From an optimization exercise on the open Yosys and OpenROAD flow, aimed at small area, a short achievable clock period and few clock cycles; shortcuts taken in it are not production practice.
No functional check of the RTL was part of any run shown here.

`flow/config.mk`:
```
export PLATFORM = sky130hd
export DESIGN_NAME = JAM
export DESIGN_NICKNAME = JAM
export VERILOG_FILES = /design/flow/design.v
export SDC_FILE = /design/flow/constraint.sdc
export NUM_CORES = 4
export LEC_CHECK = 0
export CAP_MARGIN = 20
export CORE_MARGIN = 2
export CORE_UTILIZATION = 40
export PLACE_DENSITY = 0.6
export SETUP_SLACK_MARGIN = 1.5
export SLEW_MARGIN = 20
```
`flow/constraint.sdc`:
```
create_clock -name core_clock -period 5.0 [get_ports {CLK}]
set_input_delay 1.0000 -clock core_clock [delete_from_list [all_inputs] [get_ports {CLK}]]
set_output_delay 1.0000 -clock core_clock [all_outputs]
set_load 0.01 [all_outputs]
```
`flow/design.v`:
```
module JAM (
input CLK,
input RST,
output reg [2:0] W,
output reg [2:0] J,
input [6:0] Cost,
output reg [3:0] MatchCount,
output reg [9:0] MinCost,
output reg Valid );
localparam S_SCAN  = 3'd0;
localparam S_TRANS = 3'd1;
localparam S_UPD   = 3'd2;
localparam S_AUG   = 3'd3;
localparam S_CNT   = 3'd4;
localparam S_IDLE  = 3'd5;
reg [2:0] st;
reg [2:0] i;                  
reg [6:0] uq [0:7];           
reg [6:0] nv [0:7];           
reg [6:0] m  [0:7];           
reg [7:0] minf;               
reg [2:0] way [0:7];          
reg [2:0] p  [0:7];           
reg [7:0] pv;                 
reg [7:0] used;               
reg [7:0] rem;                
reg [63:0] bm;                
reg       bdone;              
reg [2:0] lv;                 
reg [7:0] a;                  
reg [9:0] s;                  
reg [6:0] mj;                 
reg       mjinf;
reg [6:0] bestm;
reg       bestinf;
reg [2:0] bestj;
reg [3:0] f;                  
function [3:0] first_one;     
	input [7:0] msk;
	integer k;
	begin
		first_one = 4'd0;
		for (k = 7; k >= 0; k = k - 1)
			if (msk[k])
				first_one = {1'b1, k[2:0]};
	end
endfunction
function lt_c;                
	input [6:0] c;
	input [9:0] thr;
	lt_c = $signed({4'd0, c}) < $signed({thr[9], thr});
endfunction
wire [9:0] key   = {3'd0, Cost} + s;
wire [9:0] thr_m = {2'd0, mjinf, mjinf ? 7'd0 : mj} - s;
wire [9:0] thr_b = {3'd0, bestm} - s;
wire       kupd  = lt_c(Cost, thr_m);
wire       better = kupd ? (bestinf | lt_c(Cost, thr_b)) : (~mjinf & (bestinf | (mj < bestm)));
wire [3:0] nxt   = first_one(rem);
wire [7:0] remn  = rem & (rem - 8'd1);
wire [7:0] freeb = ~(used | (8'd1 << bestj));
wire [3:0] fzb   = first_one(freeb);
wire [3:0] fou   = first_one(used);
wire [7:0] anew  = {1'b0, uq[bestj]} - {1'b0, bestm};
wire [7:0] usedn = used & (used - 8'd1);
wire [3:0] jn    = first_one(usedn);
wire [2:0] wr = way[J];
reg  [2:0] nxc;
integer k;
always @(*) begin
	nxc = 3'd0;
	for (k = 0; k < 8; k = k + 1)
		if (pv[k] && p[k] == wr)
			nxc = k[2:0];
end
wire [2:0] in1    = i + 3'd1;
wire       rowend = (rem == 8'd0);
wire [7:0] rem1   = 8'hfe & ~(8'd1 << in1);    
reg  [63:0] bmw;
reg  [7:0] rdy;              
integer q;
always @(*) begin
	bmw = bm;
	for (q = 0; q < 8; q = q + 1) begin
		bmw[q * 9] = 1'b1;
		rdy[q] = bdone | (q < i);
	end
end
wire [7:0] row  = bmw[{lv, 3'd0} +: 8];
wire [7:0] ge   = 8'hff << f[2:0];
wire [7:0] cand = row & ~used & (f[3] ? 8'd0 : ge);
wire [3:0] c1   = first_one(cand);
wire [7:0] nu   = used | (8'd1 << c1[2:0]);
reg        ok;
always @(*) begin
	ok = 1'b1;
	for (q = 0; q < 8; q = q + 1)
		if (q > lv && rdy[q] && ((bmw[q * 8 +: 8] & ~nu) == 8'd0))
			ok = 1'b0;
end
wire [2:0] lm1  = lv - 3'd1;
wire [2:0] sp   = way[lm1];
reg  [2:0] nidx;
reg  [2:0] qidx;
reg  [7:0] sub;
reg        mdiff;
always @(*) begin
	nidx = nxt[2:0];
	qidx = i;
	sub = a;
	mdiff = 1'b0;
	case (st)
	S_SCAN:  begin nidx = nxt[2:0]; sub = a; end
	S_TRANS: begin nidx = pv[bestj] ? fzb[2:0] : fou[2:0]; sub = pv[bestj] ? anew : 8'd0; mdiff = ~pv[bestj]; end
	S_UPD:   begin nidx = jn[2:0];  sub = 8'd0; mdiff = 1'b1; end
	S_AUG:   begin nidx = (i == 3'd7) ? 3'd1 : 3'd0; qidx = 3'd0;
	               sub = (i != 3'd7) ? 8'd0 : (J == 3'd0) ? {1'b0, bestm} : {1'b0, uq[0]}; end
	default: begin nidx = rowend ? 3'd0 : nxt[2:0]; qidx = rowend ? in1 : i; sub = {1'b0, uq[qidx]}; end
	endcase
end
wire [6:0] nport = nv[nidx];
wire [6:0] mport = m[nidx];
wire [9:0] snext = {3'd0, nport} - {{2{sub[7]}}, sub};
wire [6:0] mnext = mdiff ? bestm - mport : mport;
always @(posedge CLK or posedge RST) begin
	if (RST) begin
		st <= S_SCAN;
		i <= 3'd0;
		W <= 3'd0;
		J <= 3'd0;
		a <= 8'd0;
		s <= 10'd0;
		mj <= 7'd0;
		mjinf <= 1'b1;
		minf <= 8'hff;
		bestinf <= 1'b1;
		bestm <= 7'd0;
		bestj <= 3'd0;
		used <= 8'd0;
		rem <= 8'hfe;
		pv <= 8'd0;
		f <= 4'd0;
		bdone <= 1'b0;
		lv <= 3'd0;
		for (k = 0; k < 8; k = k + 1)
			nv[k] <= 7'd0;
		MinCost <= 10'd0;
		MatchCount <= 4'd0;
		Valid <= 1'b0;
	end else begin
		case (st)
		S_SCAN: begin
			if (kupd) begin
				m[J] <= key[6:0];
				minf[J] <= 1'b0;
				way[J] <= W;
			end
			if (better) begin
				bestm <= kupd ? key[6:0] : mj;
				bestj <= J;
				bestinf <= 1'b0;
			end
			if (nxt[3]) begin
				J <= nxt[2:0];
				rem <= remn;
				s <= snext;
				mj <= mnext;
				mjinf <= minf[nxt[2:0]];
			end else
				st <= S_TRANS;
		end
		S_TRANS: begin
			bestinf <= 1'b1;
			if (pv[bestj]) begin
				a <= anew;
				used[bestj] <= 1'b1;
				W <= p[bestj];
				J <= fzb[2:0];
				rem <= freeb & (freeb - 8'd1);
				s <= snext;
				mj <= mnext;
				mjinf <= minf[fzb[2:0]];
				st <= S_SCAN;
			end else begin
				MinCost <= MinCost + {3'd0, bestm};
				if (fou[3]) begin
					J <= fou[2:0];
					s <= snext;
					mj <= mnext;
					st <= S_UPD;
				end else begin
					J <= bestj;
					st <= S_AUG;
				end
			end
		end
		S_UPD: begin
			nv[J] <= s[6:0] + mj;
			uq[J] <= uq[J] + mj;
			used <= usedn;
			if (jn[3]) begin
				J <= jn[2:0];
				s <= snext;
				mj <= mnext;
			end else begin
				J <= bestj;
				st <= S_AUG;
			end
		end
		S_AUG: begin
			p[J] <= wr;
			pv[J] <= 1'b1;
			if (wr == i) begin
				uq[J] <= bestm;
				minf <= 8'hff;
				mjinf <= 1'b1;
				a <= 8'd0;
				s <= snext;
				if (i == 3'd7) begin
					i <= 3'd0;
					J <= 3'd1;
					rem <= 8'hfc;
					W <= (J == 3'd0) ? wr : p[0];
					st <= S_CNT;
				end else begin
					i <= i + 3'd1;
					J <= 3'd0;
					rem <= 8'hfe;
					W <= i + 3'd1;
					st <= S_SCAN;
				end
			end else begin
				uq[J] <= uq[nxc];
				J <= nxc;
			end
		end
		S_CNT: begin
			if (!bdone) begin
				bm[{i, J}] <= (key == 10'd0);
				s <= snext;
				if (rowend) begin
					J <= 3'd0;
					rem <= rem1;
					i <= in1;
					W <= p[in1];
					if (i == 3'd7)
						bdone <= 1'b1;
				end else begin
					J <= nxt[2:0];
					rem <= remn;
				end
			end
			if (rdy[lv]) begin
				if (c1[3] && !ok)
					f <= {1'b0, c1[2:0]} + 4'd1;
				else if (c1[3] && lv != 3'd7) begin
					way[lv] <= c1[2:0];
					used[c1[2:0]] <= 1'b1;
					lv <= lv + 3'd1;
					f <= 4'd0;
				end else begin
					if (c1[3])
						MatchCount <= MatchCount + 4'd1;
					if (lv == 3'd0) begin
						Valid <= 1'b1;
						st <= S_IDLE;
					end else begin
						lv <= lm1;
						used[sp] <= 1'b0;
						f <= {1'b0, sp} + 4'd1;
					end
				end
			end
		end
		default: ;
		endcase
	end
end
endmodule
```
`flow/run.sh`:
```
#!/bin/bash
# synth_recipe.tcl (not shown) runs the flow's synth.tcl, then flattens the netlist and writes it again
# the make line also repeats each setting of config.mk as NAME=value (left out here)
make -C /OpenROAD-flow-scripts/flow DESIGN_CONFIG=/design/flow/config.mk WORK_HOME=/design/flow/orfs CLKGATE_MAP_FILE= SYNTH_SCRIPT=/design/flow/synth_recipe.tcl finish
```
==> results of run 1 <==
==> metrics by stage <==
stage / hold WS, ns / instance area [um2]
6_report: 0.459 / 32600
2_1_floorplan: 0.438 / 24400
3_3_place_gp: 0.456 / 26700
4_1_cts: 0.467 / 30800
3_5_place_dp: 0.447 / 26700
5_1_grt: 0.471 / 32600
==> worst max path at each step <==
stage / from / to / depth (start not counted)
final: lv[0] / used[7] / 23
after global routing: lv[0] / way[5][0] / 26
after CTS: lv[0] / way[4][2] / 23
after detailed placement: lv[2] / way[6][1] / 21
after global placement: lv[0] / way[5][2] / 18
after floorplan: RST / uq[3][0] / 4
==> synthesized netlist by cell type (44+ instances only) <==
cell and instances:
clkbuf_1 118, o21ai_0 295, a21oi_1 160, nor2_1 201
mux2i_1 80, nand2_1 281, inv_1 81, edfxtp_1 216
ha_1 122, xnor2_1 58, dfrtp_1 141, nor3_1 44
==> area by class of cell <==
| type | instances | area [um2] |
|---|---|---|
| multi-input cells | 1939 | 15100 |
| inverters | 85 | 332 |
| repair buffers | 429 | 4250 |
| clock buffers | 58 | 1210 |
| fillers | 5219 | 27400 |
| clock inverters | 26 | 313 |
| well taps | 782 | 978 |
| flip-flops and latches | 374 | 10500 |
==> repair_timing <==
item,CTS,global route
setup endpoints to repair,281,272
gates resized for setup,319,305
pin swaps,131,193
gates cloned,7,3
endpoints found under the hold margin,0,0
buffers inserted,120,67
==> state kept, by name, indices dropped and copies added, names as in the netlist, 4 cells and up <==
name and count:
MatchCount 4, MinCost 10, a 8, bestm 7
bm 56, f 4, m 56, minf 8
mj 7, nv 56, p 24, pv 8
rem 7, s 9, uq 56, used 8
way 24
==> worst reg2reg max path: cells and delay by family (launching register included) <==
kind                     cells  cell delay, ns
AND/OR/NAND/NOR              4            0.72
buffers and inverters        6            0.90
AO/OA/AOI/OAI               11            2.23
adder cells (fa/ha/maj)      2            0.36
flip-flops                   1            0.42
==> logic make-up after synthesis <==
logic type | count (synthesis) | share of synthesized area
adders and majority gates | 133 | 0.0715
muxes | 126 | 0.0568
buffers and inverters | 230 | 0.0378
and+or+nand+nor | 723 | 0.136
AOI/OAI and AO/OA | 870 | 0.234
DFF | 374 | 0.433
xor gates and xnor gates | 86 | 0.0312
==> routing by layer <==
layer,vias to the layer above,GRT usage
li1,10198,-
met1,11340,0.405
met2,1289,0.444
met3,240,0.0549
met4,0,0.106
met5,-,0
==> run notes, run 1 <==
* Outcome: complete, no violations
* First drt pass iteration count at 9
* Setup TNS at 0 ns
* Drt via density at between 6 and 7
* Hold/Removal Path Class: reg -> reg
* RD Place Congestion at approximately 0.98
* H-tree depth at 2
* Ant diodes at 0
* CTS tree: built
* GR Util All Layers at 0.289
* Wire length on met2 at between 40 and 50 mm
* Routed WL per cell at 25.5 um
* Reg2Reg Depth at 23
* Max FO, Critical Path at 11
* Final setup vio count at 0
* Crit path kind: reg -> reg
* Dominant cell type by area after synthesis: edfxtp_1
* Die Width at 250 um
* Drt initial violations at 2782
* Final core utilization at 0.543
* Post-route minimum period at between 4 and 5 ns
* Input/output buffers at 29
* CP peak stage delay at 0.42 ns
* Highest Signal Layer: met4
* Critical-path cell list: buf_12 > buf_8 > nand2b_4 > a32o_2 > o311a_1 > o21ba_4 > nand2_4 > a31oi_4 > inv_2 > ha_4 > ha_4 > nor2_4 > buf_4 > a22oi_1 > o311ai_1 > a221o_1 > a211oi_2 > a211o_1 > nor3_1 > buf_4 > a21oi_1 > buf_4 > o32a_1
* Commonest non-fill, non-tap cell in the layout: buf_4
* Met3 wire length at 8.89 mm
* Mapped Area at 24100 um2
* Endpoint class of the critical path: register
* Yosys top cell area share at 0.269
* Final worst-path setup slack at 0.271 ns
* Crit path top cell by count: buf_4
* CP Launch Type: register
* Period utilisation layout at 0.946
* Arr. time, crit path at 5.20 ns
* Wl on met1 at between 30 and 40 mm
* First-pass GRT wire length at 139 mm
* Mapped Cells at between 2000 and 3000
* IO Pins at 30
* Final clock skew at around 0.042 ns
* Area delta synth->final at 35.0%
* RSZ-0062 raised after global routing: yes
* CTS Buf Count at between 40 and 50
* Reg2Reg Launch Point: lv[0]
* Post-synthesis sequential area ratio at 0.433
* Top delay family on crit path: compound AO/OA/AOI/OAI gates
* Final nets at roughly 3000
* Rel. slew slack at 0.321
* Worst hold path cell count at 2
* Site row count at 90
* Crit-path slowest cell: dfrtp_2
* GRT overflow at 0
* Hold Path Sink: minf[3]
* Asr flop ratio synth at 0.422
* Worst-path clk slew at 0.07 ns
* Slew @ Worst Pin at 1.01 ns
* Most frequent cells in the layout: buf_4 (273), nand2_1 (264), o21ai_0 (229), edfxtp_1 (216), nor2_1 (160)
* Number of flops mapped to enable cells by yosys at 216
* Hold_sp: minf[3]
* Syn avg cell area at 9.50 um2
* Initial Utilization at 0.402
* DP HPWL at 64.2 mm
* Post-synthesis cell type count at 90
* Largest cells by area after synthesis: edfxtp_1 (27%), dfrtp_1 (15%), ha_1 (6.3%), o21ai_0 (6.1%), nand2_1 (4.4%)
* Reg2Reg Setup Slack at between 0.2 and 0.3 ns
* Post-placement cell count at 3412
* Share of cells above drive strength 1 at 0.312
* Worst-Skew Late Latency at 0.61 ns
* Layout Cells excl Fill at roughly 3700
* Max Root-Sink Buffers at 3
* Die height at 250 um
* Largest net degree at the start of global routing at 159
* Max Clock Freq at around 210 MHz
* RR Endpoint: used[7]
* Pre-CTS setup slack at -0.0575 ns
* Clk sinks at around 370
* Most common flop cell mapped by yosys: edfxtp_1
* Max-cap violations at 0
* Via count at 23067
* Hold_buf cts at 0
* Die area at 62300 um2
* Critical path buffers and inverters at 6
* Vias in the first global route at around 22000
* Initial antenna violation count at 0
* Slew Viols, Final at 0
* Flops & latches, synth at ~370
* WP data required at about 5.5 ns
* Detailed Route WL at 94.1 mm
* DRC viols at 0
* Final hold violations at 0
* Total core area at 60000 um2
* Ys Warns at 6
* Antenna Nets Post-Route at 0
* Synth Net Count at 2682
* Clock root cell: clkbuf_16
==> inputs of run 2 (changes only) <==
--- a/flow/config.mk
+++ b/flow/config.mk
@@ -9,5 +9,4 @@
 export CORE_MARGIN = 2
 export CORE_UTILIZATION = 40
 export PLACE_DENSITY = 0.6
-export SETUP_SLACK_MARGIN = 1.5
 export SLEW_MARGIN = 20
==> run 2 against run 1 <==
Still clean. Clock skew is 0.012 ns lower. Via count fell by 5.4%. Worst setup slack lost 0.17 ns. Cell count down 4.2%. Area after synthesis stayed put. Wire length is 6.7% lower.
==> run notes, run 2 <==
* Crit path kind: reg -> reg
* Synth Net Count at 2682 (unchanged)
* Initial Utilization at 0.402 (unchanged)
* Hold_buf cts at 0 (unchanged)
* Most common flop cell mapped by yosys: edfxtp_1
* Final setup vio count at 0 (unchanged)
* Vias in the first global route at 21039 (-3.9%)
* Hold_sp: Valid
* Most frequent cells in the layout: o21ai_0 (283), nand2_1 (280), buf_4 (226), edfxtp_1 (216), nor2_1 (191)
* Endpoint class of the critical path: register
* Worst-Skew Late Latency at 0.60 ns (about the same)
* Reg2Reg Depth at 24 (+4.3%)
* Initial antenna violation count at 2 (+2)
* Hold_ws at 0.462 ns (+0.00348 ns)
* Largest cells by area after synthesis: edfxtp_1 (27%), dfrtp_1 (15%), ha_1 (6.3%), o21ai_0 (6.1%), nand2_1 (4.4%)
* Drt initial violations at 2437 (-12%)
* Slew Viols, Final at 0 (unchanged)
* Via count at 21824 (-5.4%)
* IO Pins at 30 (unchanged)
* Fill count at 5599 (+7.3%)
* H-tree depth at 2 (unchanged)
* Final nets at 2856 (-5.2%)
* Dominant cell type by area after synthesis: edfxtp_1
* First drt pass iteration count at 9 (unchanged)
* Reg2Reg Setup Slack at 0.11 ns (-0.17 ns)
* Rel. slew slack at 0.332 (+0.0102)
* GRT overflow at 0 (unchanged)
* Flops & latches, synth at 374 (unchanged)
* List of most frequent post-synthesis cells: o21ai_0 (295), nand2_1 (281), edfxtp_1 (216), nor2_1 (201), a21oi_1 (160)
* Max Clock Freq at 204 MHz (-3.4%)
* Pre-CTS setup slack at -0.0748 ns (-0.0173 ns)
* Clock root cell: clkbuf_16
* Outcome: complete, no violations
* Post-synthesis cell type count at 90 (unchanged)
* RSZ-0062 raised after global routing: yes
* Mapped Area at 24100 um2 (unchanged)
* First-pass GRT wire length at 132 mm (-4.7%)
* Max Root-Sink Buffers at 3 (unchanged)
* Slew @ Worst Pin at 0.999 ns (-0.0153 ns)
* RR Endpoint: st[0]
* Post-synthesis sequential area ratio at 0.433 (unchanged)
* Routed WL per cell at 24.8 um (-2.6%)
* DRC viols at 0 (unchanged)
* Number of flops mapped to enable cells by yosys at 216 (unchanged)
* Syn avg cell area at 9.50 um2 (unchanged)
* Area delta synth->final at 19.0%
* Arr. time, crit path at 5.42 ns (+0.22 ns)
* Period utilisation layout at 0.979 (+0.0330)
* Hold Path Sink: Valid
* Total core area at 60000 um2 (unchanged)
* Die area at 62300 um2 (unchanged)
* Worst-path clk slew at 0.06 ns (about the same)
* Yosys top cell area share at 0.269 (unchanged)
* DP HPWL at 65.1 mm (+1.3%)
* WP data required at 5.52 ns (+0.05 ns)
* Mapped Cells at 2542 (unchanged)
* Largest net degree at the start of global routing at 81 (-49%)
* Input/output buffers at 29 (unchanged)
* Die Width at 250 um (unchanged)
* Site row count at 90 (unchanged)
* Max FO, Critical Path at 7 (-4)
* Antenna Nets Post-Route at 0 (unchanged)
* Count leader, synth: o21ai_0
* GR Util All Layers at 0.275 (-0.0139)
* Detailed Route WL at 87.8 mm (-6.7%)
* Commonest non-fill, non-tap cell in the layout: o21ai_0
* Share of cells above drive strength 1 at 0.173 (-0.138)
* Final hold violations at 0 (unchanged)
* Drt via density at 6.17 (-1.2%)
* Final worst-path setup slack at 0.106 ns (-0.165 ns)
* Clk sinks at 374 (unchanged)
* RD Place Congestion at 0.999 (+2.2%)
* CTS tree: built
* Die height at 250 um (unchanged)
* CTS Buf Count at 44 (-2.2%)
* Final clock skew at 0.0302 ns (-0.0116 ns)
* Asr flop ratio synth at 0.422 (unchanged)
* CP Launch Type: register
* Reg2Reg Launch Point: lv[0]
* Post-route minimum period at 4.89 ns (+0.165 ns)
* Max-cap violations at 0 (unchanged)
* Worst hold path cell count at 1 (-1)
* Ys Warns at 6 (unchanged)
* Hold/Removal Path Class: reg -> reg
[run 2: cell count changes in the layout (fill, tap and decap cells not counted), sizes merged, moves of 2 or more]
cell,previous run,this run
buf,391,240
bufbuf,5,0
clkbuf,64,57
clkdlybuf4s50,25,29
clkinv,9,19
clkinvlp,8,6
diode,0,3
dlymetal6s2s,2,0
inv,89,84
[run 2: cell type report]
cell class / instances / area (um2) / share of cell area
tap: 782 / 978 / 0.0341
antenna: 3 / 7.51 / 0.000261
sequential: 374 / 10500 / 0.364
inverter: 85 / 325 / 0.0113
multi-input combinational: 1938 / 13200 / 0.459
timing repair buffer: 273 / 2310 / 0.0803
clock buffer: 53 / 1140 / 0.0398
clock inverter: 29 / 308 / 0.0107
[run 2: repair_timing]
item,in CTS,in global routing
hold endpoints to repair,0,0
setup endpoints to repair,23,65
pin swaps,1,22
resized for setup,4,103
gates cloned,0,3
setup buffers,0,19
[run 2: metal layers]
metal / wire, um / global-route usage / vias up
met3: 7790 / 0.0530 / 215
met1: 38500 / 0.388 / 10587
met2: 38100 / 0.418 / 1137
li1: - / - / 9883
met5: 13 / 0 / -
met4: 3410 / 0.104 / 2
[run 2: per-stage QoR]
stage / cells / TNS (ns) / area, um2 / utilization
2_1_floorplan: 2542 / -0.0513 / 24200 / -
3_5_place_dp: 3431 / -0.544 / 26600 / 0.444
5_1_grt: 3534 / -0.105 / 28700 / 0.479
6_report: 3537 / 0 / 28700 / 0.479
4_1_cts: 3513 / 0 / 28100 / 0.468
3_3_place_gp: 3431 / 0 / 26600 / 0.444
[run 2: how the worst max path moves through the flow]
stage	from	endpoint	depth (start not counted)
after floorplan	RST	uq[3][0]	4
after global placement	lv[0]	st[0]	22
after detailed placement	lv[0]	st[0]	25
after CTS	lv[0]	st[0]	27
after global routing	bestj[0]	mj[6]	23
final	lv[0]	st[0]	24
[run 2: kinds of logic (layout without fill, tap and decap cells)]
family                   Yosys count  in the layout  synth area share
AO/OA/AOI/OAI                    870            870             0.234
XOR/XNOR                          86             86            0.0312
adder cells (fa/ha/maj)          133            133            0.0715
buffers and inverters            230            440            0.0378
flip-flops                       374            374             0.433
multiplexers                     126            126            0.0568
other                              0              3                 0
AND/OR/NAND/NOR                  723            723             0.136
[run 2: worst max-delay path, cell delays in order (launching register included)]
cell	delay, ns
dfrtp_2	0.43
buf_12	0.16
clkbuf_4	0.19
mux2i_1	0.26
o21ai_2	0.09
a221oi_4	0.33
buf_4	0.19
o21ai_2	0.05
a31oi_1	0.14
buf_4	0.15
inv_1	0.07
ha_4	0.17
ha_4	0.16
nor2_4	0.11
buf_6	0.12
a22oi_1	0.08
o311ai_1	0.09
a221o_1	0.20
a211oi_2	0.05
a211o_1	0.35
nor4_4	0.43
buf_4	0.19
nor2_2	0.04
or4_4	0.60
a31oi_4	0.16

==> afterwards: timing with drivers on the ports <==
The results above use ideal ports. As a check the final layouts listed here were re-extracted and re-timed, cells and wires unchanged. Step 1 assumes that a clkbuf_16 drives the clock port and a buf_2 every other input. Step 2 adds t to the input delays and takes it off the output delays; t is the mean of the earliest and latest rising clock arrival at the registers after step 1. Input paths then give back, and output paths get back, about the clock's delay inside the block. Slacks: ideal / step 1 / step 2; pairs: ideal / step 1.
run | t (ns) | setup slack, ns | worst setup path after step 2 | slew at the worst register clock pin (ns) | cell pins on the clock port's net
run 1 | 0.651 | 0.271 / 0.271 / 0.271 | register to register | 0.07 / 0.07 | 1
run 2 | 0.647 | 0.106 / 0.106 / 0.106 | register to register | 0.07 / 0.07 | 1
After both steps every run listed still meets setup and hold.
